Source: an optimization exercise on an open RTL-to-GDS flow (aim: small area). Production flows keep margins and buffers that such runs may drop. RTL that was checked went through simulation tests only; none was proved equivalent to the original. Function not checked in run 6: the RTL went through the layout flow alone. Power figures rest on the tool's default switching activity, not on a simulated workload.

## design/flow/config.mk

```make
export PLATFORM = sky130hd
export DESIGN_NAME = axisafety
export DESIGN_NICKNAME = axisafety
export VERILOG_FILES = /design/flow/design.v
export SDC_FILE = /design/flow/constraint.sdc
export NUM_CORES = 4
export LEC_CHECK = 0
export CAP_MARGIN = 20
export CORE_MARGIN = 2
export CORE_UTILIZATION = 40
export SLEW_MARGIN = 20
```

## design/flow/constraint.sdc

```tcl
create_clock -name core_clock -period 10.0 [get_ports {S_AXI_ACLK}]
set_input_delay 2.0000 -clock core_clock [delete_from_list [all_inputs] [get_ports {S_AXI_ACLK}]]
set_output_delay 2.0000 -clock core_clock [all_outputs]
set_load 0.01 [all_outputs]
```

## design/flow/design.v

```verilog
`default_nettype	none
module axisafety (
		output	reg		o_read_fault,
		output	reg		o_write_fault,
		input	wire		S_AXI_ACLK,
		input	wire		S_AXI_ARESETN,
		output	reg		M_AXI_ARESETN,
		output	wire		comb_aresetn,
		input	wire		ext_resetn,
		output	wire		channel_up,
		input	wire [5:0]	S_AXI_AWID,
		input	wire [27:0]	S_AXI_AWADDR,
		input	wire [7:0]	S_AXI_AWLEN,
		input	wire [2:0]	S_AXI_AWSIZE,
		input	wire [1:0]	S_AXI_AWBURST,
		input	wire		S_AXI_AWLOCK,
		input	wire [3:0]	S_AXI_AWCACHE,
		input	wire [2:0]	S_AXI_AWPROT,
		input	wire [3:0]	S_AXI_AWQOS,
		input	wire		S_AXI_AWVALID,
		output	reg		S_AXI_AWREADY,
		input	wire [31:0]	S_AXI_WDATA,
		input	wire [3:0]	S_AXI_WSTRB,
		input	wire		S_AXI_WLAST,
		input	wire		S_AXI_WVALID,
		output	reg		S_AXI_WREADY,
		output	wire [5:0]	S_AXI_BID,
		output	reg [1:0]	S_AXI_BRESP,
		output	reg		S_AXI_BVALID,
		input	wire		S_AXI_BREADY,
		input	wire [5:0]	S_AXI_ARID,
		input	wire [27:0]	S_AXI_ARADDR,
		input	wire [7:0]	S_AXI_ARLEN,
		input	wire [2:0]	S_AXI_ARSIZE,
		input	wire [1:0]	S_AXI_ARBURST,
		input	wire		S_AXI_ARLOCK,
		input	wire [3:0]	S_AXI_ARCACHE,
		input	wire [2:0]	S_AXI_ARPROT,
		input	wire [3:0]	S_AXI_ARQOS,
		input	wire		S_AXI_ARVALID,
		output	reg		S_AXI_ARREADY,
		output	wire [5:0]	S_AXI_RID,
		output	reg [31:0]	S_AXI_RDATA,
		output	reg [1:0]	S_AXI_RRESP,
		output	reg		S_AXI_RLAST,
		output	reg		S_AXI_RVALID,
		input	wire		S_AXI_RREADY,
		output	reg [5:0]	M_AXI_AWID,
		output	reg [27:0]	M_AXI_AWADDR,
		output	reg [7:0]	M_AXI_AWLEN,
		output	reg [2:0]	M_AXI_AWSIZE,
		output	reg [1:0]	M_AXI_AWBURST,
		output	reg		M_AXI_AWLOCK,
		output	reg [3:0]	M_AXI_AWCACHE,
		output	reg [2:0]	M_AXI_AWPROT,
		output	reg [3:0]	M_AXI_AWQOS,
		output	reg		M_AXI_AWVALID,
		input	wire		M_AXI_AWREADY,
		output	reg [31:0]	M_AXI_WDATA,
		output	reg [3:0]	M_AXI_WSTRB,
		output	reg		M_AXI_WLAST,
		output	reg		M_AXI_WVALID,
		input	wire		M_AXI_WREADY,
		input	wire [5:0]	M_AXI_BID,
		input	wire [1:0]	M_AXI_BRESP,
		input	wire		M_AXI_BVALID,
		output	wire		M_AXI_BREADY,
		output	reg [5:0]	M_AXI_ARID,
		output	reg [27:0]	M_AXI_ARADDR,
		output	reg [7:0]	M_AXI_ARLEN,
		output	reg [2:0]	M_AXI_ARSIZE,
		output	reg [1:0]	M_AXI_ARBURST,
		output	reg		M_AXI_ARLOCK,
		output	reg [3:0]	M_AXI_ARCACHE,
		output	reg [2:0]	M_AXI_ARPROT,
		output	reg [3:0]	M_AXI_ARQOS,
		output	reg		M_AXI_ARVALID,
		input	wire		M_AXI_ARREADY,
		input	wire [5:0]	M_AXI_RID,
		input	wire [31:0]	M_AXI_RDATA,
		input	wire [1:0]	M_AXI_RRESP,
		input	wire		M_AXI_RLAST,
		input	wire		M_AXI_RVALID,
		output	wire		M_AXI_RREADY
	);
	localparam	OPT_TIMEOUT = 100000;
	localparam [1:0] EXOKAY = 2'b01, SLAVE_ERROR = 2'b10;
	reg		faulty_write_return, faulty_read_return;
	reg		clear_fault;
	reg	[16:0]	write_timer, read_timer;
	reg		write_timeout, read_timeout;
	reg		r_wvalid, m_wvalid;
	reg	[31:0]	r_wdata, m_wdata;
	reg	[3:0]	r_wstrb, m_wstrb;
	reg		r_wlast, m_wlast;
	reg		m_bvalid;
	reg	[1:0]	m_bresp;
	reg		r_rvalid, m_rvalid;
	reg	[1:0]	r_rresp, m_rresp;
	reg		m_rlast;
	reg	[31:0]	r_rdata, m_rdata;
	reg	[8:0]	rfifo_counter;
	reg		rfifo_empty, rfifo_last, rfifo_penultimate;
	reg		s_wbursts;
	reg	[8:0]	m_wpending;
	reg		m_wempty, m_wlastctr;
	reg		waddr_valid;
	wire		raddr_valid;
	wire		aw_accept = S_AXI_AWVALID && S_AXI_AWREADY;
	wire		ar_accept = S_AXI_ARVALID && S_AXI_ARREADY;
	wire	[5:0]	wfifo_id   = M_AXI_AWID;
	wire		wfifo_lock = M_AXI_AWLOCK;
	wire	[5:0]	rfifo_id   = M_AXI_ARID;
	wire		rfifo_lock = M_AXI_ARLOCK;
	always @(posedge S_AXI_ACLK)
	if (!S_AXI_ARESETN)
		S_AXI_AWREADY <= 0;
	else if (aw_accept)
		S_AXI_AWREADY <= 0;
	else if (clear_fault)
		S_AXI_AWREADY <= 1;
	else if (!S_AXI_AWREADY)
		S_AXI_AWREADY <= S_AXI_BVALID && S_AXI_BREADY;
	always @(posedge S_AXI_ACLK)
	if (!S_AXI_ARESETN)
		waddr_valid <= 0;
	else if (aw_accept)
		waddr_valid <= 1;
	else if (waddr_valid)
		waddr_valid <= !S_AXI_BVALID || !S_AXI_BREADY;
	always @(posedge S_AXI_ACLK)
	if (aw_accept)
	begin
		M_AXI_AWID    <= S_AXI_AWID;
		M_AXI_AWADDR  <= S_AXI_AWADDR;
		M_AXI_AWLEN   <= S_AXI_AWLEN;
		M_AXI_AWSIZE  <= S_AXI_AWSIZE;
		M_AXI_AWBURST <= S_AXI_AWBURST;
		M_AXI_AWLOCK  <= S_AXI_AWLOCK;
		M_AXI_AWCACHE <= S_AXI_AWCACHE;
		M_AXI_AWPROT  <= S_AXI_AWPROT;
		M_AXI_AWQOS   <= S_AXI_AWQOS;
	end
	always @(posedge S_AXI_ACLK)
	if (!M_AXI_ARESETN)
		M_AXI_AWVALID <= 0;
	else if (!M_AXI_AWVALID || M_AXI_AWREADY)
		M_AXI_AWVALID <= !o_write_fault && aw_accept;
	always @(posedge S_AXI_ACLK)
	if (!S_AXI_ARESETN)
		s_wbursts <= 0;
	else if (S_AXI_WVALID && S_AXI_WREADY && S_AXI_WLAST)
		s_wbursts <= 1;
	else if (S_AXI_BVALID && S_AXI_BREADY)
		s_wbursts <= 0;
	always @(posedge S_AXI_ACLK)
	if (!S_AXI_ARESETN || o_write_fault)
	begin
		m_wpending <= 0;
		m_wempty   <= 1;
		m_wlastctr <= 0;
	end else if (M_AXI_AWVALID && M_AXI_AWREADY)
	begin
		if (M_AXI_WVALID && M_AXI_WREADY && (m_wpending == 0))
		begin
			m_wpending <= {1'b0, M_AXI_AWLEN};
			m_wempty   <= (M_AXI_AWLEN == 0);
			m_wlastctr <= (M_AXI_AWLEN == 1);
		end else begin
			m_wpending <= M_AXI_AWLEN+1;
			m_wempty   <= 0;
			m_wlastctr <= (M_AXI_AWLEN == 0);
		end
	end else if (M_AXI_WVALID && M_AXI_WREADY && (!m_wempty))
	begin
		m_wpending <= m_wpending - 1;
		m_wempty   <= (m_wpending <= 1);
		m_wlastctr <= (m_wpending == 2);
	end
	always @(posedge S_AXI_ACLK)
	if (!S_AXI_ARESETN)
		S_AXI_WREADY <= 0;
	else if (S_AXI_WVALID && S_AXI_WREADY)
	begin
		if (S_AXI_WLAST)
			S_AXI_WREADY <= 0;
		else if (o_write_fault)
			S_AXI_WREADY <= 1;
		else if (!M_AXI_WVALID || M_AXI_WREADY)
			S_AXI_WREADY <= 1;
		else
			S_AXI_WREADY <= 0;
	end else if ((!s_wbursts)&&(waddr_valid)
				&&(o_write_fault || M_AXI_WREADY))
		S_AXI_WREADY <= 1;
	else if (aw_accept)
		S_AXI_WREADY <= 1;
	always @(posedge S_AXI_ACLK)
	if (!S_AXI_ARESETN)
		r_wvalid <= 0;
	else if (!r_wvalid)
	begin
		r_wvalid <= (S_AXI_WVALID && S_AXI_WREADY
				&& M_AXI_WVALID && !M_AXI_WREADY);
		r_wdata <= S_AXI_WDATA;
		r_wstrb <= S_AXI_WSTRB;
		r_wlast <= S_AXI_WLAST;
	end else if (o_write_fault || M_AXI_WREADY || !M_AXI_ARESETN)
		r_wvalid <= 0;
	always @(*)
	if (o_write_fault)
	begin
		m_wvalid = !m_wempty;
		m_wlast  = m_wlastctr;
		m_wstrb  = 0;
	end else if (r_wvalid)
	begin
		m_wvalid = 1;
		m_wstrb  = r_wstrb;
		m_wlast  = r_wlast;
	end else begin
		m_wvalid = S_AXI_WVALID && S_AXI_WREADY;
		m_wstrb  = S_AXI_WSTRB;
		m_wlast  = S_AXI_WLAST;
	end
	always @(*)
	if (r_wvalid)
		m_wdata = r_wdata;
	else
		m_wdata = S_AXI_WDATA;
	always @(posedge S_AXI_ACLK)
	begin
		if (!M_AXI_WVALID || M_AXI_WREADY)
		begin
			M_AXI_WVALID <= m_wvalid;
			M_AXI_WDATA  <= m_wdata;
			M_AXI_WSTRB  <= m_wstrb;
			M_AXI_WLAST  <= m_wlast;
		end
		if (!M_AXI_ARESETN)
			M_AXI_WVALID <= 0;
	end
	always @(posedge S_AXI_ACLK)
	if (!S_AXI_ARESETN || !waddr_valid)
		write_timer <= 0;
	else if (!o_write_fault && M_AXI_BVALID)
		write_timer <= 0;
	else if (S_AXI_WREADY)
		write_timer <= 0;
	else if (!(&write_timer))
		write_timer <= write_timer + 1;
	always @(posedge S_AXI_ACLK)
	if (!S_AXI_ARESETN || clear_fault)
		write_timeout <= 0;
	else if (M_AXI_BVALID)
		write_timeout <= write_timeout;
	else if (S_AXI_WVALID && S_AXI_WREADY)
		write_timeout <= write_timeout;
	else if (write_timer >= OPT_TIMEOUT)
		write_timeout <= 1;
	always @(*)
	begin
		faulty_write_return = 0;
		if (M_AXI_WVALID && M_AXI_WREADY
				&& M_AXI_AWVALID && !M_AXI_AWREADY)
			faulty_write_return = 1;
		if (M_AXI_BVALID)
		begin
			if (M_AXI_AWVALID || M_AXI_WVALID)
				faulty_write_return = 1;
			if (!m_wempty)
				faulty_write_return = 1;
			if (s_wbursts <= (S_AXI_BVALID ? 1'b1:1'b0))
				faulty_write_return = 1;
			if (M_AXI_BID != wfifo_id)
				faulty_write_return = 1;
			if (M_AXI_BRESP == EXOKAY && !wfifo_lock)
				faulty_write_return = 1;
		end
	end
	always @(posedge S_AXI_ACLK)
	if (!S_AXI_ARESETN || clear_fault)
		o_write_fault <= 0;
	else if ((!M_AXI_ARESETN&&o_read_fault) || write_timeout)
		o_write_fault <= 1;
	else if (M_AXI_BVALID && M_AXI_BREADY)
		o_write_fault <= (o_write_fault) || faulty_write_return;
	else if (M_AXI_WVALID && M_AXI_WREADY
			&& M_AXI_AWVALID && !M_AXI_AWREADY)
		o_write_fault <= 1;
	always @(*)
	if (o_write_fault)
	begin
		m_bvalid = s_wbursts && !S_AXI_BVALID;
		m_bresp  = SLAVE_ERROR;
	end else begin
		m_bvalid = M_AXI_BVALID && !faulty_write_return;
		m_bresp  = M_AXI_BRESP;
	end
	assign M_AXI_BREADY = 1;
	always @(posedge S_AXI_ACLK)
	if (!S_AXI_ARESETN)
		S_AXI_BVALID <= 0;
	else if (!S_AXI_BVALID || S_AXI_BREADY)
		S_AXI_BVALID <= m_bvalid;
	always @(posedge S_AXI_ACLK)
	if (!S_AXI_BVALID || S_AXI_BREADY)
		S_AXI_BRESP  <= m_bresp;
	assign	S_AXI_BID = wfifo_id;
	always @(posedge S_AXI_ACLK)
	if (!S_AXI_ARESETN)
		S_AXI_ARREADY <= 0;
	else if (ar_accept)
		S_AXI_ARREADY <= 0;
	else if (clear_fault)
		S_AXI_ARREADY <= 1;
	else if (!S_AXI_ARREADY)
		S_AXI_ARREADY <= (S_AXI_RVALID && S_AXI_RLAST && S_AXI_RREADY);
	assign	raddr_valid = !rfifo_empty;
	always @(posedge S_AXI_ACLK)
	if (ar_accept)
	begin
		M_AXI_ARID    <= S_AXI_ARID;
		M_AXI_ARADDR  <= S_AXI_ARADDR;
		M_AXI_ARLEN   <= S_AXI_ARLEN;
		M_AXI_ARSIZE  <= S_AXI_ARSIZE;
		M_AXI_ARBURST <= S_AXI_ARBURST;
		M_AXI_ARLOCK  <= S_AXI_ARLOCK;
		M_AXI_ARCACHE <= S_AXI_ARCACHE;
		M_AXI_ARPROT  <= S_AXI_ARPROT;
		M_AXI_ARQOS   <= S_AXI_ARQOS;
	end
	always @(posedge S_AXI_ACLK)
	if (!M_AXI_ARESETN)
		M_AXI_ARVALID <= 0;
	else if (!M_AXI_ARVALID || M_AXI_ARREADY)
		M_AXI_ARVALID <= !o_read_fault && ar_accept;
	always @(posedge S_AXI_ACLK)
	if (!S_AXI_ARESETN || clear_fault)
		read_timer <= 0;
	else if (rfifo_empty||(S_AXI_RVALID))
		read_timer <= 0;
	else if (M_AXI_RVALID)
		read_timer <= 0;
	else if (!(&read_timer))
		read_timer <= read_timer + 1;
	always @(posedge S_AXI_ACLK)
	if (!S_AXI_ARESETN || clear_fault)
		read_timeout <= 0;
	else if (rfifo_empty||S_AXI_RVALID)
		read_timeout <= read_timeout;
	else if (M_AXI_RVALID)
		read_timeout <= read_timeout;
	else if (read_timer == OPT_TIMEOUT)
		read_timeout <= 1;
	always @(*)
	begin
		faulty_read_return = 0;
		if (M_AXI_RVALID)
		begin
			if (M_AXI_ARVALID)
				faulty_read_return = 1;
			if (M_AXI_RID != rfifo_id)
				faulty_read_return = 1;
			if (rfifo_last && (S_AXI_RVALID || !M_AXI_RLAST))
				faulty_read_return = 1;
			if (rfifo_penultimate && S_AXI_RVALID && (r_rvalid || !M_AXI_RLAST))
				faulty_read_return = 1;
			if (M_AXI_RRESP == EXOKAY && !rfifo_lock)
				faulty_read_return = 1;
		end
	end
	always @(posedge S_AXI_ACLK)
	if (!S_AXI_ARESETN || clear_fault)
		o_read_fault <= 0;
	else if ((!M_AXI_ARESETN && o_write_fault) || read_timeout)
		o_read_fault <= 1;
	else if (M_AXI_RVALID && (faulty_read_return || !raddr_valid))
		o_read_fault <= 1;
	always @(posedge S_AXI_ACLK)
	if (!S_AXI_ARESETN || o_read_fault)
		r_rvalid <= 0;
	else if (!r_rvalid)
		r_rvalid <= M_AXI_RVALID && S_AXI_RVALID && !S_AXI_RREADY;
	else if (S_AXI_RREADY)
		r_rvalid <= 0;
	always @(posedge S_AXI_ACLK)
	if (!r_rvalid)
	begin
		r_rresp  <= M_AXI_RRESP;
		r_rdata  <= M_AXI_RDATA;
	end
	assign M_AXI_RREADY = !r_rvalid;
	always @(posedge S_AXI_ACLK)
	if (!S_AXI_ARESETN)
	begin
		rfifo_counter    <= 0;
		rfifo_empty      <= 1;
		rfifo_last       <= 0;
		rfifo_penultimate<= 0;
	end else if (ar_accept)
	begin
		rfifo_counter <= S_AXI_ARLEN+1;
		rfifo_empty   <= 0;
		rfifo_last    <= (S_AXI_ARLEN == 0);
		rfifo_penultimate <= (S_AXI_ARLEN == 1);
	end else if (!rfifo_empty && S_AXI_RVALID && S_AXI_RREADY)
	begin
		rfifo_counter <= rfifo_counter - 1;
		rfifo_empty   <= (rfifo_counter <= 1);
		rfifo_last    <= (rfifo_counter == 2);
		rfifo_penultimate <= (rfifo_counter == 3);
	end
	always @(*)
	if (o_read_fault || !M_AXI_ARESETN)
	begin
		m_rvalid = !rfifo_empty && !(S_AXI_RVALID && rfifo_last);
		m_rresp  = SLAVE_ERROR;
	end else if (r_rvalid)
	begin
		m_rvalid = 1;
		m_rresp  = r_rresp;
	end else begin
		m_rvalid = M_AXI_RVALID && raddr_valid && !faulty_read_return;
		m_rresp  = M_AXI_RRESP;
	end
	always @(*)
	if (S_AXI_RVALID)
		m_rlast = rfifo_penultimate;
	else
		m_rlast = rfifo_last;
	always @(*)
	if (r_rvalid)
		m_rdata = r_rdata;
	else
		m_rdata = M_AXI_RDATA;
	always @(posedge S_AXI_ACLK)
	if (!S_AXI_ARESETN)
		S_AXI_RVALID <= 0;
	else if (!S_AXI_RVALID || S_AXI_RREADY)
		S_AXI_RVALID <= m_rvalid;
	always @(posedge S_AXI_ACLK)
	if (!S_AXI_RVALID || S_AXI_RREADY)
	begin
		S_AXI_RRESP  <= m_rresp;
		S_AXI_RLAST  <= m_rlast;
		S_AXI_RDATA  <= m_rdata;
	end
	assign	S_AXI_RID = rfifo_id;
	reg	[2:0]	ext_resetn_r;
	reg	[9:0]	chup_count;
	always @(posedge S_AXI_ACLK)
		ext_resetn_r <= {ext_resetn_r[1:0], ext_resetn};
	always @(posedge S_AXI_ACLK)
	if (ext_resetn != ext_resetn_r[0])
		chup_count <= 0;
	else if (!(&chup_count))
		chup_count <= chup_count + 1;
	assign channel_up = ext_resetn_r[0] ^ !(&chup_count);
	assign comb_aresetn = M_AXI_ARESETN & ext_resetn_r[2];
	reg	[4:0]	reset_counter;
	reg		r_clear_fault;
	wire		reset_timeout = reset_counter[4];
	always @(posedge S_AXI_ACLK)
	if (!S_AXI_ARESETN)
		M_AXI_ARESETN <= 0;
	else if (clear_fault)
		M_AXI_ARESETN <= 1;
	else if (o_read_fault || o_write_fault)
		M_AXI_ARESETN <= 0;
	always @(posedge S_AXI_ACLK)
	if (M_AXI_ARESETN)
		reset_counter <= 0;
	else if (!reset_timeout)
		reset_counter <= reset_counter+1;
	always @(posedge S_AXI_ACLK)
	if (!S_AXI_ARESETN)
		r_clear_fault <= 1;
	else if (!M_AXI_ARESETN && !reset_timeout)
		r_clear_fault <= 0;
	else if (!o_read_fault && !o_write_fault)
		r_clear_fault <= 0;
	else if (raddr_valid || waddr_valid)
		r_clear_fault <= 0;
	else
		r_clear_fault <= 1;
	always @(*)
	if (S_AXI_AWVALID || S_AXI_ARVALID)
		clear_fault = 0;
	else if (raddr_valid || waddr_valid)
		clear_fault = 0;
	else
		clear_fault = r_clear_fault;
endmodule
```

## design/flow/flow/run.sh

```bash
#!/bin/bash
# Standard ORFS layout, with the port buffers made of the smallest buffer cell.
set -euo pipefail
bash standard.sh "BUFFER_PORTS_ARGS=-buffer_cell sky130_fd_sc_hd__buf_1" finish > orfs_make.log 2>&1
```

## design/flow/standard.sh

```bash
#!/bin/bash
# synth_recipe.tcl (not shown) runs the flow's synth.tcl, then flattens the netlist and writes it again
# the make line also repeats each setting of config.mk as NAME=value (left out here)
make -C /OpenROAD-flow-scripts/flow DESIGN_CONFIG=/design/flow/config.mk WORK_HOME=/design/flow/orfs CLKGATE_MAP_FILE= SYNTH_SCRIPT=/design/flow/synth_recipe.tcl "${@:-finish}"
```

==> flow_summary.ini, run 1 <==
[sta]
fmax_ghz = 0.226
slew_viol_final = 0
fin_crit_sh_pct = 44.2
finClkSkew_ns = 0.0230
postLayoutSetupSlackWorst_ns = 5.58
worst_pin_slew_ns = 0.905
timing.hold.ws_ns = 0.324
rsz0062_at_grt = no
relSlewSlack_pct = 38.1
setup_viol = 0
fin_tns_setup_ns = 0
period_minus_slack_ns = 4.42
hold_viol_final = 0

[clocking]
clock-sinks = 356
cts_buffers = 40
root_buffer = clkbuf_16
ctsResizeCount = 0
postCtsHoldBufs = 0
clockBufferDepth = 3
cts_setup_buffers = 0
clk_pin_slew_ns = 0.05
htreeDepth = 2
cts_tree = yes
insertion_delay_ns = 0.55

[place]
portBuffers = 434
place_ws_ns = 6.04
place_congestion = 0.809
placedCellCount = 1821
hpwl_um = 23300

[yosys]
synth-edff-count = 229
synth-seq-area-share_pct = 68.8
syn-num-nets = 1208
ys_seq_elements = 356
synthCells = 970
syn_avg_cell_area_um2 = 14.1
synth_area_um2 = 13700
synth-async-reset-ratio_pct = 0
synth_ff_type = edfxtp_1
ys_warn_count = 1
ys_types = 68

[power]
power.share.switching_pct = 22.3
pwr-share-comb_pct = 6.3
power.internal_mw = 2.59
powerDensity_nw_per_um2 = 195
ir_worst_vdd_mv = 0.117
p_sw_uw = 746
leakage_nw = 5.71
totalPowerFinal_mw = 3.34
pwr-share-seq_pct = 50.6
clkPwrFrac_pct = 43.1

[critical_path]
critPathLaunchType = flop
critPathRequiredTime_ns = 8.00
worstReg2RegEnd = write_timer[15]
startpoint = chup_count[0]
ff2ff_setup_slack_ns = 7.80
timing_worst_setup_path_type = flop to output port
r2r_cells = 8
crit_fanout = 7
arrival_ns = 2.42
rr_startpoint = write_timer[9]
crit_path_end_kind = output port

[outcome]
status = finished clean

[global_routing]
grt_max_degree = 60
antenna_found_initial = 1
grt_pass1_vias = 9078
grt_pass1_wl_um = 48800
overflow = 0
track_usage_pct = 17.3

[drt]
drc = 0
wl_per_cell_um = 17.2
routed_wl_um = 32600
vias_per_cell = 4.92
dr.pass1.iters = 5
first_iter_violations = 524
route.vias.total = 9327
drtAntennaViolNets = 0

[floorplanning]
die_area_um2 = 35700
start_util_pct = 40.7
boundaryPins = 436
core_um2 = 33600
num_rows = 67
dieWidth_um = 189
die_height_um = 189

[job]
maxCapViolCount = 0

[cells_and_area]
nFillCells = 3021
drive_gt1_share_pct = 10.9
area_growth_pct = 24.7
final_nets = 1653
fin_cells = 1895

[worst_hold_path]
hold-path-endpoint = ext_resetn_r[2]
holdCritPathClass = flop to flop
hp-start = ext_resetn_r[1]
min_path_cells = 0
## worst max-delay path, cell delays in order (launching register included)
cell and delay, ns:
dfxtp_1 0.38, ha_1 0.21, nand3_1 0.24, nor3_1 0.68
xnor2_1 0.21, buf_1 0.18
## how the worst max path moves through the flow
| stage | end | depth (start not counted) |
|---|---|---|
| 4_1_cts | channel_up | 5 |
| 2_1_floorplan | rfifo_penultimate | 5 |
| 3_5_place_dp | o_read_fault | 7 |
| 5_1_grt | channel_up | 5 |
| 6_report | channel_up | 5 |
| 3_3_place_gp | o_read_fault | 7 |
## metrics by stage
stage               util [%]  area, um^2
floorplan                  -       13700
global placement        46.9       15800
detailed placement      46.9       15800
CTS                     50.8       17100
global route            50.8       17100
finish                  50.8       17100
## layout by cell type, fill, tap and decap left out, drive strengths merged, types with 17 or more instances in the layout
cell type  synthesis  layout
buf               20     441
edfxtp           229     229
dfxtp            127     127
mux2              73      73
nor2              60      60
clkbuf            19      54
xnor2             35      35
nand2             32      32
inv               30      31
nand3             25      25
xor2              25      25
a21oi             23      23
nor4              22      22
ha                21      21
nor3              19      19
nand4             18      18
o21ai             17      17
## sequential cells by signal, summed over array words and instances (netlist names), 5 cells and up
register and cells:
rfifo_counter 9, m_wpending 9, M_AXI_AWADDR 28, M_AXI_AWID 6, M_AXI_AWLEN 8, write_timer 17, M_AXI_ARADDR 28, M_AXI_ARLEN 8
M_AXI_WDATA 32, r_rdata 32, M_AXI_ARID 6, S_AXI_RDATA 32, reset_counter 5, r_wdata 32, read_timer 17, chup_count 10
## area by class of cell
cell class | instances | area (um^2) | area share (%)
Inverter | 31 | 116 | 0.682
Multi-Input combinational cell | 544 | 3970 | 23.2
Timing Repair Buffer | 442 | 1690 | 9.90
Sequential cell | 356 | 9420 | 55.2
Clock buffer | 53 | 1100 | 6.44
Antenna cell | 1 | 2.50 | 0.0147
Tap cell | 448 | 561 | 3.28
Clock inverter | 20 | 216 | 1.27
## synthesized netlist by cell type (3+ instances only)
cell type / n / area [um^2]
edfxtp_1: 229 / 6880
dfxtp_1: 127 / 2540
mux2_2: 73 / 822
nor2_1: 60 / 225
xnor2_1: 35 / 307
nand2_1: 32 / 120
inv_1: 30 / 113
nand3_1: 25 / 125
xor2_1: 25 / 219
a21oi_1: 23 / 115
nor4_1: 22 / 138
ha_1: 21 / 263
clkbuf_1: 19 / 71.3
nor3_1: 19 / 95.1
nand4_1: 17 / 106
o21ai_0: 17 / 85.1
nand2b_1: 16 / 100
a31oi_1: 13 / 81.3
buf_4: 13 / 97.6
and2_1: 11 / 68.8
o31ai_1: 11 / 82.6
a211oi_1: 9 / 67.6
mux2i_1: 9 / 90.1
nor2b_1: 9 / 56.3
or4_1: 9 / 67.6
and3_1: 8 / 50.1
or3_1: 8 / 50.1
a41oi_1: 6 / 52.6
and4_1: 5 / 43.8
buf_1: 5 / 18.8
nand3b_1: 5 / 37.5
nor3b_1: 4 / 30.0
o21a_1: 4 / 30.0
or2_2: 4 / 25.0
a211o_1: 3 / 26.3
a21boi_0: 3 / 22.5
and3b_1: 3 / 26.3
o31a_1: 3 / 26.3
## per-layer routing
layer	vias to the layer above	track usage [%]	part of all wire, %
met2	327	29.2	48
met3	56	4.58	7.6
met4	0	5.32	2.3
met5	-	0	0
met1	4432	21.8	42
li1	4512	-	-
## power by group through the flow
stage | clock (mW) | combinational (mW) | sequential, mW
2_1_floorplan | 0 | 0.0967 | 1.73
3_3_place_gp | 0 | 0.207 | 1.72
3_5_place_dp | 0 | 0.212 | 1.72
4_1_cts | 1.48 | 0.213 | 1.69
5_1_grt | 1.53 | 0.233 | 1.70
6_report | 1.44 | 0.210 | 1.69
## logic make-up (layout without fill, tap and decap cells)
| logic type | Yosys count | count (layout) | synth area share, % |
|---|---|---|---|
| buffers and inverters | 70 | 546 | 2.34 |
| multiplexers | 82 | 82 | 6.66 |
| flip-flops | 356 | 356 | 68.8 |
| AND/OR/NAND/NOR | 267 | 267 | 10.8 |
| AO/OA/AOI/OAI | 113 | 113 | 5.66 |
| XOR/XNOR | 60 | 60 | 3.84 |
| other | 1 | 2 | 0.0274 |
| adder cells (fa/ha/maj) | 21 | 21 | 1.92 |
==> run 2: changes to the inputs <==
--- a/design/flow/config.mk
+++ b/design/flow/config.mk
@@ -5,6 +5,7 @@
 export SDC_FILE = /design/flow/constraint.sdc
 export NUM_CORES = 4
 export LEC_CHECK = 0
+export ABC_AREA = 1
 export CAP_MARGIN = 20
 export CORE_MARGIN = 2
 export CORE_UTILIZATION = 40
==> flow_summary.ini, run 2 <==
[sta]
timing.hold.ws_ns = 0.326
fin_crit_sh_pct = 40.6
rsz0062_at_grt = no
postLayoutSetupSlackWorst_ns = 5.94
relSlewSlack_pct = 35.7
setup_viol = 0
hold_viol_final = 0
slew_viol_final = 0
period_minus_slack_ns = 4.06
finClkSkew_ns = 0.0101
fmax_ghz = 0.246
fin_tns_setup_ns = 0
worst_pin_slew_ns = 0.956

[power]
totalPowerFinal_mw = 3.32
ir_worst_vdd_mv = 0.190
leakage_nw = 6.59
powerDensity_nw_per_um2 = 192

[clocking]
clk_pin_slew_ns = 0.05
clockBufferDepth = 3
htreeDepth = 2
insertion_delay_ns = 0.54
clock-sinks = 356
postCtsHoldBufs = 0
cts_setup_buffers = 0
ctsResizeCount = 0
cts_buffers = 40
root_buffer = clkbuf_16
cts_tree = yes

[critical_path]
rr_startpoint = read_timer[8]
timing_worst_setup_path_type = flop to output port
crit_path_end_kind = output port
startpoint = chup_count[0]
critPathRequiredTime_ns = 8.00
critPathLaunchType = flop
cp_num_buf_inv = 1
critPathTopFamily = simple AND/OR/NAND/NOR gates
slowest_stage = dfxtp_1
crit_chain = ha_1 > nand3_1 > nor3b_2 > nand2_1 > xor2_1 > buf_1
arrival_ns = 2.06
slowest_delay_ns = 0.37
crit_fanout = 7

[place]
portBuffers = 434
hpwl_um = 25300
placedCellCount = 2171
place_ws_ns = 5.44
place_area_um2 = 16000
place_congestion = 0.857

[floorplanning]
boundaryPins = 436
core_um2 = 34500
dieWidth_um = 191
die_height_um = 191
num_rows = 68
die_area_um2 = 36400
start_util_pct = 40.5

[yosys]
ys_warn_count = 1
ys_seq_elements = 356
synthCells = 1313
synth-edff-count = 229
synth_common_cells = nand2_1 (356), edfxtp_1 (229), inv_1 (141), dfxtp_1 (127), nor2_1 (79)
synth_top_area_share_pct = 49.3
synth-async-reset-ratio_pct = 0
syn_avg_cell_area_um2 = 10.6
yosysTopAreaCell = edfxtp_1
synth_ff_type = edfxtp_1
syn-num-nets = 1551
synth_most_common_cell = nand2_1
synth_area_um2 = 13900
synth-seq-area-share_pct = 67.6
ys_top_cells_by_area = edfxtp_1 (49%), dfxtp_1 (18%), nand2_1 (9.6%)
ys_types = 53

[drt]
routed_wl_um = 34600
vias_per_cell = 4.71
wl_per_cell_um = 15.4
route.vias.total = 10600
dr.pass1.iters = 5
first_iter_violations = 481
drtAntennaViolNets = 0
drc = 0

[cells_and_area]
final_common_cell = buf_1
most-common-layout-cells = buf_1 (433), nand2_1 (355), edfxtp_1 (229), inv_1 (139), dfxtp_1 (127)
fin_cells = 2244
final_nets = 1996
final_area_um2 = 17300
area_growth_pct = 23.9
multi_input_area_um2 = 3770
utilization_pct = 50.1
nFillCells = 3267
seq_area_um2 = 9420
drive_gt1_share_pct = 5.31

[worst_hold_path]
hp-start = ext_resetn_r[1]
holdCritPathClass = flop to flop

[global_routing]
grt_max_degree = 63
overflow = 0
grt_pass1_wl_um = 52500
grt_pass1_vias = 10100
antenna_found_initial = 3
track_usage_pct = 18.5

[outcome]
status = finished clean

[job]
maxCapViolCount = 0
==> run 2: where the power goes <==
part | internal [mW] | switching [mW]
Sequential | 1.64 | 0.0361
Clock | 0.863 | 0.571
Combinational | 0.0727 | 0.135
Total | 2.58 | 0.743
==> run 2: area by class of cell <==
cell class / count / share of cell area (%)
Antenna cell: 1 / 0.0145
Clock buffer: 51 / 6.21
Clock inverter: 21 / 1.21
Inverter: 145 / 3.15
Multi-Input combinational cell: 773 / 21.8
Sequential cell: 356 / 54.5
Tap cell: 455 / 3.29
Timing Repair Buffer: 442 / 9.78
==> run 2: routing by layer <==
metal | vias up | part of all wire [%] | routed length [um] | GRT usage [%]
met5 | - | 0.046 | 16 | 0
met4 | 2 | 3.0 | 1040 | 7.51
met3 | 68 | 7.0 | 2430 | 5.19
met2 | 330 | 47 | 16400 | 30.8
met1 | 4864 | 42 | 14700 | 22.7
li1 | 5309 | - | - | -
==> run 2: kinds of logic after synthesis <==
| kind of cell | after synthesis | synth area share (%) |
|---|---|---|
| buffers and inverters | 184 | 5.42 |
| other | 1 | 0.0269 |
| XOR/XNOR | 19 | 1.19 |
| AND/OR/NAND/NOR | 565 | 17.3 |
| flip-flops | 356 | 67.6 |
| AO/OA/AOI/OAI | 167 | 6.63 |
| adder cells (fa/ha/maj) | 21 | 1.88 |
==> run 2: worst paths after layout <==
kind                     end  slack [ns]  cells after the start
max               channel_up        5.94                      6
min          ext_resetn_r[2]        0.33                      0
max reg2reg   read_timer[15]        7.79                     16
min reg2reg  ext_resetn_r[2]        0.33                      0
==> run 3: changes to the inputs <==
--- a/design/flow/config.mk
+++ b/design/flow/config.mk
@@ -5,8 +5,10 @@
 export SDC_FILE = /design/flow/constraint.sdc
 export NUM_CORES = 4
 export LEC_CHECK = 0
-export ABC_AREA = 1
 export CAP_MARGIN = 20
 export CORE_MARGIN = 2
 export CORE_UTILIZATION = 40
+export CTS_BUF_LIST = sky130_fd_sc_hd__clkbuf_4 sky130_fd_sc_hd__clkbuf_8
+export CTS_CLUSTER_DIAMETER = 60
+export CTS_CLUSTER_SIZE = 12
 export SLEW_MARGIN = 20
==> flow_summary.ini, run 3 <==
[sta]
hold_viol_final = 0
setup_viol = 0
period_minus_slack_ns = 4.45
worst_pin_slew_ns = 0.964
fmax_ghz = 0.225
timing.hold.ws_ns = 0.333
slew_viol_final = 0
fin_crit_sh_pct = 44.5
fin_tns_setup_ns = 0
rsz0062_at_grt = no
relSlewSlack_pct = 34.1
finClkSkew_ns = 0.0186

[clocking]
clk_pin_slew_ns = 0.09
cts_buffers = 38
insertion_delay_ns = 0.57
htreeDepth = 2
root_buffer = clkbuf_8
cts_setup_buffers = 0
clockBufferDepth = 3
clock-sinks = 356
postCtsHoldBufs = 0
ctsResizeCount = 0
cts_tree = yes

[drt]
drtAntennaViolNets = 0
vias_per_cell = 4.93
first_iter_violations = 472
drc = 0
routed_wl_um = 32600
wl_per_cell_um = 17.2
route.vias.total = 9327
dr.pass1.iters = 5

[power]
powerDensity_nw_per_um2 = 177
ir_worst_vdd_mv = 0.106
leakage_nw = 5.52

[critical_path]
timing_worst_setup_path_type = flop to output port
crit_path_end_kind = output port
cp_num_buf_inv = 1
slowest_delay_ns = 0.65
critPathTopFamily = simple AND/OR/NAND/NOR gates
critPathRequiredTime_ns = 8.00
crit_fanout = 7
worstReg2RegEnd = write_timer[15]
rr_startpoint = write_timer[9]
slowest_stage = nor3_1
critPathLaunchType = flop
crit_chain = ha_1 > nand3_1 > nor3_1 > xnor2_1 > buf_1
r2r_cells = 8
arrival_ns = 2.45
crit_cells = 5
ff2ff_setup_slack_ns = 7.80

[yosys]
synth_ff_type = edfxtp_1
syn-num-nets = 1208
ys_warn_count = 1
synthCells = 970
syn_avg_cell_area_um2 = 14.1
ys_top_cells_by_area = edfxtp_1 (50%), dfxtp_1 (19%), mux2_2 (6.0%)
synth-async-reset-ratio_pct = 0
synth_area_um2 = 13700
ys_types = 68
ys_seq_elements = 356
synth_common_cells = edfxtp_1 (229), dfxtp_1 (127), mux2_2 (73), nor2_1 (60), xnor2_1 (35)
synth-seq-area-share_pct = 68.8
synth_top_area_share_pct = 50.2
synth_most_common_cell = edfxtp_1
synth-edff-count = 229
yosysTopAreaCell = edfxtp_1

[place]
place_congestion = 0.809
portBuffers = 434
hpwl_um = 23300
place_area_um2 = 15800

[cells_and_area]
final_area_um2 = 16600
final_nets = 1651
area_growth_pct = 21.2
drive_gt1_share_pct = 11.6
nFillCells = 3051
most-common-layout-cells = buf_1 (433), edfxtp_1 (229), dfxtp_1 (126), mux2_2 (73), nor2_1 (60)
multi_input_area_um2 = 3970
seq_area_um2 = 9420
final_common_cell = buf_1

[job]
maxCapViolCount = 0

[worst_hold_path]
min_path_cells = 0
holdCritPathClass = flop to flop
hold-path-endpoint = ext_resetn_r[2]
hp-start = ext_resetn_r[1]

[global_routing]
track_usage_pct = 17.3
grt_max_degree = 60
overflow = 0
grt_pass1_vias = 9014
antenna_found_initial = 1
grt_pass1_wl_um = 48800

[outcome]
status = finished clean

[floorplanning]
die_height_um = 189
core_um2 = 33600
boundaryPins = 436
dieWidth_um = 189
num_rows = 67
start_util_pct = 40.7
die_area_um2 = 35700
-- run 3: stage by stage --
step	instances	power [mW]	setup slack (ns)	utilization (%)
3_3_place_gp	1821	1.92	6.06	46.9
2_1_floorplan	970	1.83	5.77	-
4_1_cts	1890	2.98	5.49	49.3
3_5_place_dp	1821	1.93	6.04	46.9
5_1_grt	1890	3.06	5.34	49.4
6_report	1891	2.94	5.55	49.4
-- run 3: report_power, final --
| part | switching, mW | internal [mW] | total [mW] |
|---|---|---|---|
| sequential | 0.0392 | 1.65 | 1.69 |
| clock | 0.516 | 0.527 | 1.04 |
| combinational | 0.124 | 0.0860 | 0.210 |
| total | 0.679 | 2.26 | 2.94 |
-- run 3: metal layers --
layer / vias to the layer above / part of all wire [%] / global-route usage [%] / routed length (um)
met5: - / 0 / 0 / 0
met4: 0 / 2.2 / 5.11 / 707
met3: 57 / 8.1 / 4.86 / 2630
met2: 350 / 48 / 29.2 / 15600
met1: 4420 / 42 / 21.8 / 13700
li1: 4500 / - / - / -
-- run 3: cell type report --
cell class	count	share of cell area (%)
Sequential cell	356	56.8
Multi-Input combinational cell	544	23.9
Timing Repair Buffer	442	10.2
Clock buffer	59	4.18
Tap cell	448	3.38
Clock inverter	10	0.875
Inverter	31	0.701
Antenna cell	1	0.0151
-- run 3: kinds of logic after synthesis --
logic type               share of synthesized area (%)
XOR/XNOR                                          3.84
adder cells (fa/ha/maj)                           1.92
AO/OA/AOI/OAI                                     5.66
AND/OR/NAND/NOR                                   10.8
other                                           0.0274
multiplexers                                      6.66
buffers and inverters                             2.34
flip-flops                                        68.8
-- run 3: how the worst max path moves through the flow --
| stage | start | end |
|---|---|---|
| floorplan | S_AXI_ARVALID | rfifo_penultimate |
| global placement | S_AXI_ARESETN | o_read_fault |
| detailed placement | S_AXI_ARESETN | o_read_fault |
| CTS | chup_count[1] | channel_up |
| global route | chup_count[0] | channel_up |
| finish | chup_count[1] | channel_up |
==> run 4: changes to the inputs <==
--- a/design/flow/config.mk
+++ b/design/flow/config.mk
@@ -8,7 +8,7 @@
 export CAP_MARGIN = 20
 export CORE_MARGIN = 2
 export CORE_UTILIZATION = 40
-export CTS_BUF_LIST = sky130_fd_sc_hd__clkbuf_4 sky130_fd_sc_hd__clkbuf_8
+export CTS_BUF_LIST = sky130_fd_sc_hd__clkbuf_16
 export CTS_CLUSTER_DIAMETER = 60
-export CTS_CLUSTER_SIZE = 12
+export CTS_CLUSTER_SIZE = 40
 export SLEW_MARGIN = 20
==> flow_summary.ini, run 4 <==
[outcome]
status = finished clean

[sta]
fmax_ghz = 0.224
period_minus_slack_ns = 4.47
finClkSkew_ns = 0.0235
fin_tns_setup_ns = 0
rsz0062_at_grt = no
fin_crit_sh_pct = 44.7
relSlewSlack_pct = 36.4
slew_viol_final = 0
setup_viol = 0
hold_viol_final = 0
timing.hold.ws_ns = 0.328
postLayoutSetupSlackWorst_ns = 5.53
worst_pin_slew_ns = 0.954

[global_routing]
antenna_found_initial = 1
grt_pass1_vias = 8967
grt_max_degree = 60
overflow = 0
grt_pass1_wl_um = 48500
track_usage_pct = 17.0

[clocking]
cts_buffers = 31
clockBufferDepth = 3
cts_tree = yes
root_buffer = clkbuf_16
clock-sinks = 356
ctsResizeCount = 0
insertion_delay_ns = 0.57
clk_pin_slew_ns = 0.07
htreeDepth = 1
postCtsHoldBufs = 0
cts_setup_buffers = 0

[yosys]
synth_top_family_by_area = simple AND/OR/NAND/NOR gates
synth_simple_gate_area_share_pct = 10.8
synth_area_um2 = 13700
muxShareOfSynthArea_pct = 6.66
synth_fa_ha_area_share_pct = 1.92
synth-seq-area-share_pct = 68.8
syn_avg_cell_area_um2 = 14.1
ys_types = 68
syn-num-nets = 1208
yosysTopAreaCell = edfxtp_1
synth_ff_type = edfxtp_1
synth-async-reset-ratio_pct = 0
synth_common_cells = edfxtp_1 (229), dfxtp_1 (127), mux2_2 (73), nor2_1 (60), xnor2_1 (35)
ys_warn_count = 1
synth-edff-count = 229
synth-xor-area-share_pct = 3.84
synthCells = 970
synth_top_area_share_pct = 50.2
ys_seq_elements = 356
ys_top_cells_by_area = edfxtp_1 (50%), dfxtp_1 (19%), mux2_2 (6.0%)
synth_compound_area_share_pct = 5.66
synth_most_common_cell = edfxtp_1

[critical_path]
crit_fanout = 7
rr_startpoint = write_timer[9]
startpoint = chup_count[0]
arrival_ns = 2.47
critPathLaunchType = flop
crit_path_end_kind = output port
critPathRequiredTime_ns = 8.00
timing_worst_setup_path_type = flop to output port

[drt]
first_iter_violations = 501
drc = 0
wl_per_cell_um = 17.1
vias_per_cell = 4.94
drtAntennaViolNets = 0
dr.pass1.iters = 4
routed_wl_um = 32200
route.vias.total = 9293

[cells_and_area]
most-common-layout-cells = buf_1 (433), edfxtp_1 (229), dfxtp_1 (126), mux2_2 (73), nor2_1 (60)
seq_area_um2 = 9420
utilization_pct = 50.2
area_growth_pct = 23.1
multi_input_area_um2 = 3970
drive_gt1_share_pct = 10.8
nFillCells = 3018
fin_cells = 1880
final_area_um2 = 16900
final_nets = 1644
final_common_cell = buf_1

[floorplanning]
num_rows = 67
die_area_um2 = 35700
dieWidth_um = 189
start_util_pct = 40.7
die_height_um = 189
core_um2 = 33600
boundaryPins = 436

[worst_hold_path]
hp-start = ext_resetn_r[1]
holdCritPathClass = flop to flop

[place]
place_congestion = 0.809
portBuffers = 434
placedCellCount = 1821
place_area_um2 = 15800
hpwl_um = 23300
place_ws_ns = 6.04

[power]
totalPowerFinal_mw = 3.16
leakage_nw = 5.60
powerDensity_nw_per_um2 = 187
ir_worst_vdd_mv = 0.136

[job]
maxCapViolCount = 0
## run 4: cell counts after synthesis
Identical to the previous run, type by type.
## run 4: critical path: stages (launching register included)
cell	delay, ns
dfxtp_1	0.38
ha_1	0.21
nand3_1	0.24
nor3_1	0.68
xnor2_1	0.21
buf_1	0.18
## run 4: final cells by class
cell class	instances	area share (%)
Antenna cell	1	0.0148
Clock buffer	31	4.60
Clock inverter	27	1.95
Inverter	31	0.690
Multi-Input combinational cell	544	23.5
Sequential cell	356	55.9
Tap cell	448	3.32
Timing Repair Buffer	442	10.0
## run 4: cell families (layout without fill, tap and decap cells)
kind of cell             after synthesis  in the layout
buffers and inverters                 70            531
other                                  1              2
XOR/XNOR                              60             60
multiplexers                          82             82
AO/OA/AOI/OAI                        113            113
adder cells (fa/ha/maj)               21             21
AND/OR/NAND/NOR                      267            267
flip-flops                           356            356
## run 4: final timing paths
check,cells after the start,slack [ns],endpoint
worst max-delay path,5,5.53,channel_up
worst min-delay path,0,0.33,ext_resetn_r[2]
worst max register to register,8,7.80,write_timer[15]
worst min register to register,0,0.33,ext_resetn_r[2]
## run 4: per-layer routing
layer / vias up / wire [um] / track usage [%]
met4: 0 / 552 / 4.03
met5: - / 0 / 0
li1: 4497 / - / -
met2: 328 / 15400 / 29.2
met1: 4424 / 13800 / 21.9
met3: 44 / 2390 / 3.86
## run 4: power by group
part | total, mW | internal (mW) | switching, mW | leakage (nW)
sequential | 1.69 | 1.65 | 0.0392 | 3.26
combinational | 0.210 | 0.0860 | 0.124 | 1.82
clock | 1.26 | 0.640 | 0.621 | 0.520
total | 3.16 | 2.37 | 0.784 | 5.60
==> run 5: changes to the inputs <==
==> design/flow/run.sh (new file) <==
#!/bin/bash
# synth_recipe.tcl (not shown) runs the flow's synth.tcl, then flattens the netlist and writes it again
# the make line also repeats each setting of config.mk as NAME=value (left out here)
make -C /OpenROAD-flow-scripts/flow DESIGN_CONFIG=/design/flow/config.mk WORK_HOME=/design/flow/orfs CLKGATE_MAP_FILE= SYNTH_SCRIPT=/design/flow/synth_recipe.tcl finish
--- a/design/flow/config.mk
+++ b/design/flow/config.mk
@@ -8,7 +8,4 @@
 export CAP_MARGIN = 20
 export CORE_MARGIN = 2
 export CORE_UTILIZATION = 40
-export CTS_BUF_LIST = sky130_fd_sc_hd__clkbuf_16
-export CTS_CLUSTER_DIAMETER = 60
-export CTS_CLUSTER_SIZE = 40
 export SLEW_MARGIN = 20
removed: design/flow/flow/run.sh
removed: design/flow/standard.sh
==> flow_summary.ini, run 5 <==
[cells_and_area]
drive_gt1_share_pct = 10.5
utilization_pct = 58.5
final_area_um2 = 19700
final_nets = 1650
seq_area_um2 = 9420
final_common_cell = clkdlybuf4s50_1
multi_input_area_um2 = 3960
most-common-layout-cells = clkdlybuf4s50_1 (433), edfxtp_1 (229), dfxtp_1 (125), mux2_2 (73), nor2_1 (60)
fin_cells = 1892
area_growth_pct = 43.6
nFillCells = 2760

[floorplanning]
start_util_pct = 40.7
die_area_um2 = 35700
boundaryPins = 436
die_height_um = 189
dieWidth_um = 189
core_um2 = 33600
num_rows = 67

[yosys]
syn_avg_cell_area_um2 = 14.1
synth_compound_area_share_pct = 5.66
ys_types = 68
synth_most_common_cell = edfxtp_1
syn-num-nets = 1208
synth-edff-count = 229
synth_top_area_share_pct = 50.2
muxShareOfSynthArea_pct = 6.66
ys_top_cells_by_area = edfxtp_1 (50%), dfxtp_1 (19%), mux2_2 (6.0%)
ys_warn_count = 1
synth-async-reset-ratio_pct = 0
synth_ff_type = edfxtp_1
synth-xor-area-share_pct = 3.84
synth_top_family_by_area = simple AND/OR/NAND/NOR gates
synth-seq-area-share_pct = 68.8
synth_common_cells = edfxtp_1 (229), dfxtp_1 (127), mux2_2 (73), nor2_1 (60), xnor2_1 (35)
synth_simple_gate_area_share_pct = 10.8
yosysTopAreaCell = edfxtp_1
ys_seq_elements = 356
synth_fa_ha_area_share_pct = 1.92
synthCells = 970
synth_area_um2 = 13700

[power]
powerDensity_nw_per_um2 = 171
leakage_nw = 6.84
ir_worst_vdd_mv = 0.137
totalPowerFinal_mw = 3.36

[sta]
relSlewSlack_pct = 29.0
fin_tns_setup_ns = 0
slew_viol_final = 0
fmax_ghz = 0.210
setup_viol = 0
finClkSkew_ns = 0.0154
hold_viol_final = 0
worst_pin_slew_ns = 1.06
period_minus_slack_ns = 4.77
rsz0062_at_grt = no
fin_crit_sh_pct = 47.7

[drt]
vias_per_cell = 4.92
wl_per_cell_um = 18.4
drc = 0
routed_wl_um = 34800
route.vias.total = 9318
first_iter_violations = 470
drtAntennaViolNets = 0
dr.pass1.iters = 5

[clocking]
clockBufferDepth = 3
cts_setup_buffers = 0
htreeDepth = 2
postCtsHoldBufs = 0
root_buffer = clkbuf_16
cts_tree = yes
ctsResizeCount = 0
clk_pin_slew_ns = 0.06
clock-sinks = 356
insertion_delay_ns = 0.53
cts_buffers = 39

[outcome]
status = finished clean

[critical_path]
critPathRequiredTime_ns = 8.00
timing_worst_setup_path_type = flop to output port
crit_path_end_kind = output port
r2r_cells = 8
arrival_ns = 2.77
ff2ff_setup_slack_ns = 7.77
critPathLaunchType = flop
crit_fanout = 7

[global_routing]
track_usage_pct = 18.9
antenna_found_initial = 1
overflow = 0
grt_pass1_vias = 9213
grt_pass1_wl_um = 52800
grt_max_degree = 63

[place]
place_congestion = 0.823
placedCellCount = 1819
portBuffers = 434
hpwl_um = 25300
place_area_um2 = 18400

[job]
maxCapViolCount = 0

[worst_hold_path]
holdCritPathClass = flop to flop
min_path_cells = 0
[run 5: where the power goes]
part / leakage, nW / internal (mW) / switching [mW]
Clock: 0.599 / 0.794 / 0.567
Combinational: 2.98 / 0.187 / 0.124
Sequential: 3.26 / 1.65 / 0.0398
Total: 6.84 / 2.63 / 0.730
[run 5: path summary, 6_finish.rpt]
| kind | startpoint | endpoint |
|---|---|---|
| worst max register to register | write_timer[9] | write_timer[15] |
| worst min-delay path | ext_resetn_r[1] | ext_resetn_r[2] |
| worst min register to register | ext_resetn_r[1] | ext_resetn_r[2] |
| worst max-delay path | chup_count[0] | channel_up |
[run 5: metrics by stage]
stage / setup slack (ns) / hold slack [ns]
floorplan: 5.77 / 0.310
global placement: 5.77 / 0.314
detailed placement: 5.77 / 0.319
CTS: 5.19 / 0.329
global route: 4.98 / 0.337
finish: 5.23 / 0.324
[run 5: critical path, cell delays in order, from the launching register on]
cell             delay, ns
dfxtp_1               0.38
ha_1                  0.21
nand3_1               0.24
nor3_1                0.64
xnor2_1               0.19
clkdlybuf4s50_1       0.58
[run 5: cell families after synthesis]
| kind of cell | Yosys count |
|---|---|
| flip-flops | 356 |
| AND/OR/NAND/NOR | 267 |
| AO/OA/AOI/OAI | 113 |
| multiplexers | 82 |
| buffers and inverters | 70 |
| XOR/XNOR | 60 |
| adder cells (fa/ha/maj) | 21 |
| other | 1 |
[run 5: per-layer routing]
layer  vias up  GRT usage [%]  share of wire (%)
met1      4441           23.5                 42
met5         -              0              0.037
met3        51           6.30                9.0
met2       325           31.9                 47
li1       4499              -                  -
met4         2           4.06                1.5
[run 5: final cells by class]
class	count	share of cell area [%]
Antenna cell	1	0.0127
Multi-Input combinational cell	544	20.2
Tap cell	448	2.85
Inverter	31	0.592
Timing Repair Buffer	440	22.3
Clock inverter	18	0.623
Sequential cell	356	47.9
Clock buffer	54	5.57
==> run 6: changes to the inputs <==
--- a/design/flow/design.v
+++ b/design/flow/design.v
@@ -83,7 +83,7 @@
 		input	wire		M_AXI_RVALID,
 		output	wire		M_AXI_RREADY
 	);
-	localparam	OPT_TIMEOUT = 100000;
+	localparam [16:0] TIMER_DONE = 17'h0a8d7;
 	localparam [1:0] EXOKAY = 2'b01, SLAVE_ERROR = 2'b10;
 	reg		faulty_write_return, faulty_read_return;
 	reg		clear_fault;
@@ -99,11 +99,11 @@
 	reg	[1:0]	r_rresp, m_rresp;
 	reg		m_rlast;
 	reg	[31:0]	r_rdata, m_rdata;
-	reg	[8:0]	rfifo_counter;
-	reg		rfifo_empty, rfifo_last, rfifo_penultimate;
+	reg		rfifo_empty;
+	wire		rfifo_last, rfifo_penultimate;
 	reg		s_wbursts;
-	reg	[8:0]	m_wpending;
-	reg		m_wempty, m_wlastctr;
+	reg		m_wempty;
+	wire		m_wlastctr;
 	reg		waddr_valid;
 	wire		raddr_valid;
 	wire		aw_accept = S_AXI_AWVALID && S_AXI_AWREADY;
@@ -133,7 +133,6 @@
 	begin
 		M_AXI_AWID    <= S_AXI_AWID;
 		M_AXI_AWADDR  <= S_AXI_AWADDR;
-		M_AXI_AWLEN   <= S_AXI_AWLEN;
 		M_AXI_AWSIZE  <= S_AXI_AWSIZE;
 		M_AXI_AWBURST <= S_AXI_AWBURST;
 		M_AXI_AWLOCK  <= S_AXI_AWLOCK;
@@ -153,30 +152,20 @@
 		s_wbursts <= 1;
 	else if (S_AXI_BVALID && S_AXI_BREADY)
 		s_wbursts <= 0;
+	wire	w_beat = M_AXI_WVALID && M_AXI_WREADY;
+	wire	m_aw_hs = M_AXI_AWVALID && M_AXI_AWREADY;
+	wire	w_dec = w_beat && (m_aw_hs == m_wempty);
+	always @(posedge S_AXI_ACLK)
+	if (aw_accept)
+		M_AXI_AWLEN <= S_AXI_AWLEN;
+	else if (w_dec && S_AXI_ARESETN && !o_write_fault)
+		M_AXI_AWLEN <= M_AXI_AWLEN - 1;
 	always @(posedge S_AXI_ACLK)
 	if (!S_AXI_ARESETN || o_write_fault)
-	begin
-		m_wpending <= 0;
-		m_wempty   <= 1;
-		m_wlastctr <= 0;
-	end else if (M_AXI_AWVALID && M_AXI_AWREADY)
-	begin
-		if (M_AXI_WVALID && M_AXI_WREADY && (m_wpending == 0))
-		begin
-			m_wpending <= {1'b0, M_AXI_AWLEN};
-			m_wempty   <= (M_AXI_AWLEN == 0);
-			m_wlastctr <= (M_AXI_AWLEN == 1);
-		end else begin
-			m_wpending <= M_AXI_AWLEN+1;
-			m_wempty   <= 0;
-			m_wlastctr <= (M_AXI_AWLEN == 0);
-		end
-	end else if (M_AXI_WVALID && M_AXI_WREADY && (!m_wempty))
-	begin
-		m_wpending <= m_wpending - 1;
-		m_wempty   <= (m_wpending <= 1);
-		m_wlastctr <= (m_wpending == 2);
-	end
+		m_wempty <= 1;
+	else if (m_aw_hs || w_dec)
+		m_wempty <= w_dec && (M_AXI_AWLEN == 0);
+	assign	m_wlastctr = !m_wempty && (M_AXI_AWLEN == 0);
 	always @(posedge S_AXI_ACLK)
 	if (!S_AXI_ARESETN)
 		S_AXI_WREADY <= 0;
@@ -241,14 +230,12 @@
 			M_AXI_WVALID <= 0;
 	end
 	always @(posedge S_AXI_ACLK)
-	if (!S_AXI_ARESETN || !waddr_valid)
-		write_timer <= 0;
-	else if (!o_write_fault && M_AXI_BVALID)
+	if (!S_AXI_ARESETN || !waddr_valid
+			|| (!o_write_fault && M_AXI_BVALID) || S_AXI_WREADY)
 		write_timer <= 0;
-	else if (S_AXI_WREADY)
-		write_timer <= 0;
-	else if (!(&write_timer))
-		write_timer <= write_timer + 1;
+	else
+		write_timer <= { write_timer[15:0],
+				!(write_timer[16] ^ write_timer[13]) };
 	always @(posedge S_AXI_ACLK)
 	if (!S_AXI_ARESETN || clear_fault)
 		write_timeout <= 0;
@@ -256,7 +243,7 @@
 		write_timeout <= write_timeout;
 	else if (S_AXI_WVALID && S_AXI_WREADY)
 		write_timeout <= write_timeout;
-	else if (write_timer >= OPT_TIMEOUT)
+	else if (write_timer == TIMER_DONE)
 		write_timeout <= 1;
 	always @(*)
 	begin
@@ -322,7 +309,6 @@
 	begin
 		M_AXI_ARID    <= S_AXI_ARID;
 		M_AXI_ARADDR  <= S_AXI_ARADDR;
-		M_AXI_ARLEN   <= S_AXI_ARLEN;
 		M_AXI_ARSIZE  <= S_AXI_ARSIZE;
 		M_AXI_ARBURST <= S_AXI_ARBURST;
 		M_AXI_ARLOCK  <= S_AXI_ARLOCK;
@@ -336,14 +322,12 @@
 	else if (!M_AXI_ARVALID || M_AXI_ARREADY)
 		M_AXI_ARVALID <= !o_read_fault && ar_accept;
 	always @(posedge S_AXI_ACLK)
-	if (!S_AXI_ARESETN || clear_fault)
-		read_timer <= 0;
-	else if (rfifo_empty||(S_AXI_RVALID))
+	if (!S_AXI_ARESETN || clear_fault || rfifo_empty || S_AXI_RVALID
+			|| M_AXI_RVALID)
 		read_timer <= 0;
-	else if (M_AXI_RVALID)
-		read_timer <= 0;
-	else if (!(&read_timer))
-		read_timer <= read_timer + 1;
+	else
+		read_timer <= { read_timer[15:0],
+				!(read_timer[16] ^ read_timer[13]) };
 	always @(posedge S_AXI_ACLK)
 	if (!S_AXI_ARESETN || clear_fault)
 		read_timeout <= 0;
@@ -351,7 +335,7 @@
 		read_timeout <= read_timeout;
 	else if (M_AXI_RVALID)
 		read_timeout <= read_timeout;
-	else if (read_timer == OPT_TIMEOUT)
+	else if (read_timer == TIMER_DONE)
 		read_timeout <= 1;
 	always @(*)
 	begin
@@ -391,26 +375,21 @@
 		r_rdata  <= M_AXI_RDATA;
 	end
 	assign M_AXI_RREADY = !r_rvalid;
+	wire	r_dec = !rfifo_empty && S_AXI_RVALID && S_AXI_RREADY;
+	always @(posedge S_AXI_ACLK)
+	if (ar_accept)
+		M_AXI_ARLEN <= S_AXI_ARLEN;
+	else if (r_dec)
+		M_AXI_ARLEN <= M_AXI_ARLEN - 1;
 	always @(posedge S_AXI_ACLK)
 	if (!S_AXI_ARESETN)
-	begin
-		rfifo_counter    <= 0;
-		rfifo_empty      <= 1;
-		rfifo_last       <= 0;
-		rfifo_penultimate<= 0;
-	end else if (ar_accept)
-	begin
-		rfifo_counter <= S_AXI_ARLEN+1;
-		rfifo_empty   <= 0;
-		rfifo_last    <= (S_AXI_ARLEN == 0);
-		rfifo_penultimate <= (S_AXI_ARLEN == 1);
-	end else if (!rfifo_empty && S_AXI_RVALID && S_AXI_RREADY)
-	begin
-		rfifo_counter <= rfifo_counter - 1;
-		rfifo_empty   <= (rfifo_counter <= 1);
-		rfifo_last    <= (rfifo_counter == 2);
-		rfifo_penultimate <= (rfifo_counter == 3);
-	end
+		rfifo_empty <= 1;
+	else if (ar_accept)
+		rfifo_empty <= 0;
+	else if (r_dec)
+		rfifo_empty <= (M_AXI_ARLEN == 0);
+	assign	rfifo_last        = !rfifo_empty && (M_AXI_ARLEN == 0);
+	assign	rfifo_penultimate = !rfifo_empty && (M_AXI_ARLEN == 1);
 	always @(*)
 	if (o_read_fault || !M_AXI_ARESETN)
 	begin
==> design/flow/flow/run.sh (new file) <==
#!/bin/bash
# Standard ORFS layout, with the port buffers made of the smallest buffer cell.
set -euo pipefail
bash standard.sh "BUFFER_PORTS_ARGS=-buffer_cell sky130_fd_sc_hd__buf_1" finish > orfs_make.log 2>&1
==> design/flow/standard.sh (new file) <==
#!/bin/bash
# synth_recipe.tcl (not shown) runs the flow's synth.tcl, then flattens the netlist and writes it again
# the make line also repeats each setting of config.mk as NAME=value (left out here)
make -C /OpenROAD-flow-scripts/flow DESIGN_CONFIG=/design/flow/config.mk WORK_HOME=/design/flow/orfs CLKGATE_MAP_FILE= SYNTH_SCRIPT=/design/flow/synth_recipe.tcl "${@:-finish}"
--- a/design/flow/config.mk
+++ b/design/flow/config.mk
@@ -8,4 +8,7 @@
 export CAP_MARGIN = 20
 export CORE_MARGIN = 2
 export CORE_UTILIZATION = 40
+export CTS_BUF_LIST = sky130_fd_sc_hd__clkbuf_4 sky130_fd_sc_hd__clkbuf_8
+export CTS_CLUSTER_DIAMETER = 60
+export CTS_CLUSTER_SIZE = 12
 export SLEW_MARGIN = 20
removed: design/flow/run.sh
==> flow_summary.ini, run 6 <==
[power]
clkPwrFrac_pct = 34.0
powerDensity_nw_per_um2 = 185
pwr-share-comb_pct = 6.9
totalPowerFinal_mw = 2.70
ir_worst_vdd_mv = 0.112
pwr-share-seq_pct = 59.1
leakage_nw = 5.00
p_sw_uw = 597
power.internal_mw = 2.10
power.share.switching_pct = 22.1

[floorplanning]
boundaryPins = 436
core_um2 = 28900
die_area_um2 = 31000
dieWidth_um = 176
die_height_um = 176
start_util_pct = 40.9
num_rows = 62

[clocking]
cts_setup_buffers = 0
postCtsHoldBufs = 0
ctsResizeCount = 0
clk_pin_slew_ns = 0.08
root_buffer = clkbuf_8
clock-sinks = 335
cts_tree = yes
clockBufferDepth = 3
htreeDepth = 2
cts_buffers = 35
insertion_delay_ns = 0.54

[sta]
timing.hold.ws_ns = 0.340
relSlewSlack_pct = 31.5
hold_viol_final = 0
fmax_ghz = 0.234
setup_viol = 0
fin_tns_setup_ns = 0
finClkSkew_ns = 0.0206
rsz0062_at_grt = no
fin_crit_sh_pct = 42.7
worst_pin_slew_ns = 1.03
period_minus_slack_ns = 4.27
slew_viol_final = 0

[cells_and_area]
final_common_cell = buf_1
antennaDiodeCount = 0
drive_gt1_share_pct = 12.6
final_nets = 1408
nFillCells = 2589
most-common-layout-cells = buf_1 (433), edfxtp_1 (229), dfxtp_1 (104), mux2_2 (71), nor2_1 (52)
area_growth_pct = 23.2

[yosys]
synth_common_cells = edfxtp_1 (229), dfxtp_1 (106), mux2_2 (71), nor2_1 (52), a21oi_1 (28)
ys_top_cells_by_area = edfxtp_1 (58%), dfxtp_1 (18%), mux2_2 (6.8%)
synth_top_area_share_pct = 58.1
ys_seq_elements = 335
ys_types = 58
synth-async-reset-ratio_pct = 0
ys_warn_count = 1
synth-seq-area-share_pct = 76.0
syn-num-nets = 962
syn_avg_cell_area_um2 = 16.0
synth_area_um2 = 11800
synth-edff-count = 229
synth_most_common_cell = edfxtp_1
synthCells = 739
synth_ff_type = edfxtp_1
yosysTopAreaCell = edfxtp_1

[critical_path]
critPathLaunchType = flop
critPathRequiredTime_ns = 8.00
rr_startpoint = S_AXI_AWREADY
timing_worst_setup_path_type = flop to output port
worstReg2RegEnd = S_AXI_WREADY
ff2ff_setup_slack_ns = 7.55
r2r_cells = 3
crit_path_end_kind = output port
arrival_ns = 2.27
crit_fanout = 8

[drt]
vias_per_cell = 4.69
first_iter_violations = 395
dr.pass1.iters = 4
drc = 0
wl_per_cell_um = 16.3
routed_wl_um = 26000
route.vias.total = 7484
drtAntennaViolNets = 0

[global_routing]
grt_pass1_vias = 7470
grt_max_degree = 55
grt_pass1_wl_um = 39200
track_usage_pct = 16.0
overflow = 0
antenna_found_initial = 0

[place]
place_congestion = 0.809
hpwl_um = 18700
portBuffers = 434

[outcome]
status = finished clean

[job]
maxCapViolCount = 0

[worst_hold_path]
hp-start = ext_resetn_r[1]
min_path_cells = 0
holdCritPathClass = flop to flop
hold-path-endpoint = ext_resetn_r[2]
-- run 6: area by class of cell --
cell class / count / area, um^2 / share of cell area (%)
Tap cell: 384 / 480 / 3.29
Inverter: 17 / 66.3 / 0.455
Sequential cell: 335 / 9000 / 61.7
Multi-Input combinational cell: 356 / 2620 / 18.0
Clock inverter: 4 / 50.0 / 0.343
Timing Repair Buffer: 440 / 1670 / 11.5
Clock buffer: 59 / 693 / 4.75
-- run 6: worst max-delay path, cell delays in order (launching register included) --
cell and delay (ns):
dfxtp_1 0.39, ha_1 0.21, nand3_1 0.21, nor3_2 0.58, xnor2_1 0.18, buf_1 0.17
-- run 6: layer usage --
metal	part of all wire (%)	up-vias	global-route usage, %
li1	-	3612	-
met1	40	3501	19.5
met2	48	314	27.0
met3	8.5	57	4.89
met4	3.3	0	5.75
met5	0	-	0
-- run 6: kinds of logic after synthesis --
logic type / synth area share [%]
AO/OA/AOI/OAI: 3.65
XOR/XNOR: 2.37
adder cells (fa/ha/maj): 0.634
buffers and inverters: 1.93
flip-flops: 76.0
multiplexers: 7.26
other: 0.0317
AND/OR/NAND/NOR: 8.13
-- run 6: stage by stage --
| step | instances | area (um^2) | setup slack [ns] | utilization [%] |
|---|---|---|---|---|
| detailed placement | 1532 | 13800 | 5.85 | 47.8 |
| floorplan | 739 | 11800 | 6.36 | - |
| global route | 1595 | 14600 | 5.48 | 50.4 |
| finish | 1595 | 14600 | 5.73 | 50.4 |
| CTS | 1595 | 14600 | 5.69 | 50.4 |
| global placement | 1531 | 13800 | 5.84 | 47.8 |
-- run 6: worst max path at each step --
| stage | start | endpoint | slack [ns] | cells past startpoint |
|---|---|---|---|---|
| 2_1_floorplan | S_AXI_AWVALID | M_AXI_AWVALID | 6.36 | 4 |
| 3_3_place_gp | S_AXI_ARESETN | o_read_fault | 5.84 | 6 |
| 3_5_place_dp | S_AXI_ARESETN | o_read_fault | 5.85 | 6 |
| 4_1_cts | chup_count[0] | channel_up | 5.69 | 5 |
| 5_1_grt | chup_count[0] | channel_up | 5.48 | 5 |
| 6_report | chup_count[0] | channel_up | 5.73 | 5 |
-- run 6: power by group through the flow --
stage	Sequential, mW	Clock [mW]	Combinational (mW)
final	1.60	0.918	0.188
after global routing	1.61	1.01	0.212
after CTS	1.60	0.957	0.192
after detailed placement	1.63	0	0.191
after global placement	1.63	0	0.187
after floorplan	1.64	0	0.0853

## static timing again, ports no longer ideal
The results above use ideal ports. As a check the final layouts listed here were re-extracted and re-timed, cells and wires unchanged.
Step 1 assumes that a clkbuf_16 drives the clock port and a buf_2 every other input.
Step 2 times the ports against the registers' clock, not the clock port: input delays grow and output delays shrink by t, the midpoint of the rising clock arrivals with the driver on.
Slacks: ideal / step 1 / step 2; pairs: ideal / step 1.
| run | shift t [ns] | setup WS [ns] | worst setup path at the end | worst register clock-pin slew, ns |
|---|---|---|---|---|
| run 1 | 0.575 | 5.584 / 5.542 / 6.056 | input to register | 0.06 / 0.06 |
| run 2 | 0.589 | 5.937 / 5.887 / 5.444 | input to register | 0.06 / 0.06 |
| run 3 | 0.609 | 5.554 / 5.514 / 6.059 | input to register | 0.09 / 0.09 |
| run 4 | 0.607 | 5.531 / 5.486 / 6.062 | input to register | 0.08 / 0.08 |
| run 5 | 0.568 | 5.228 / 5.181 / 5.748 | register to output | 0.06 / 0.06 |
| run 6 | 0.563 | 5.728 / 5.694 / 5.795 | input to register | 0.09 / 0.09 |
After both steps every run listed still meets setup and hold. The setup slack of run 2, which loses most, moves by -0.050 ns with the drivers and by -0.493 ns with both steps.
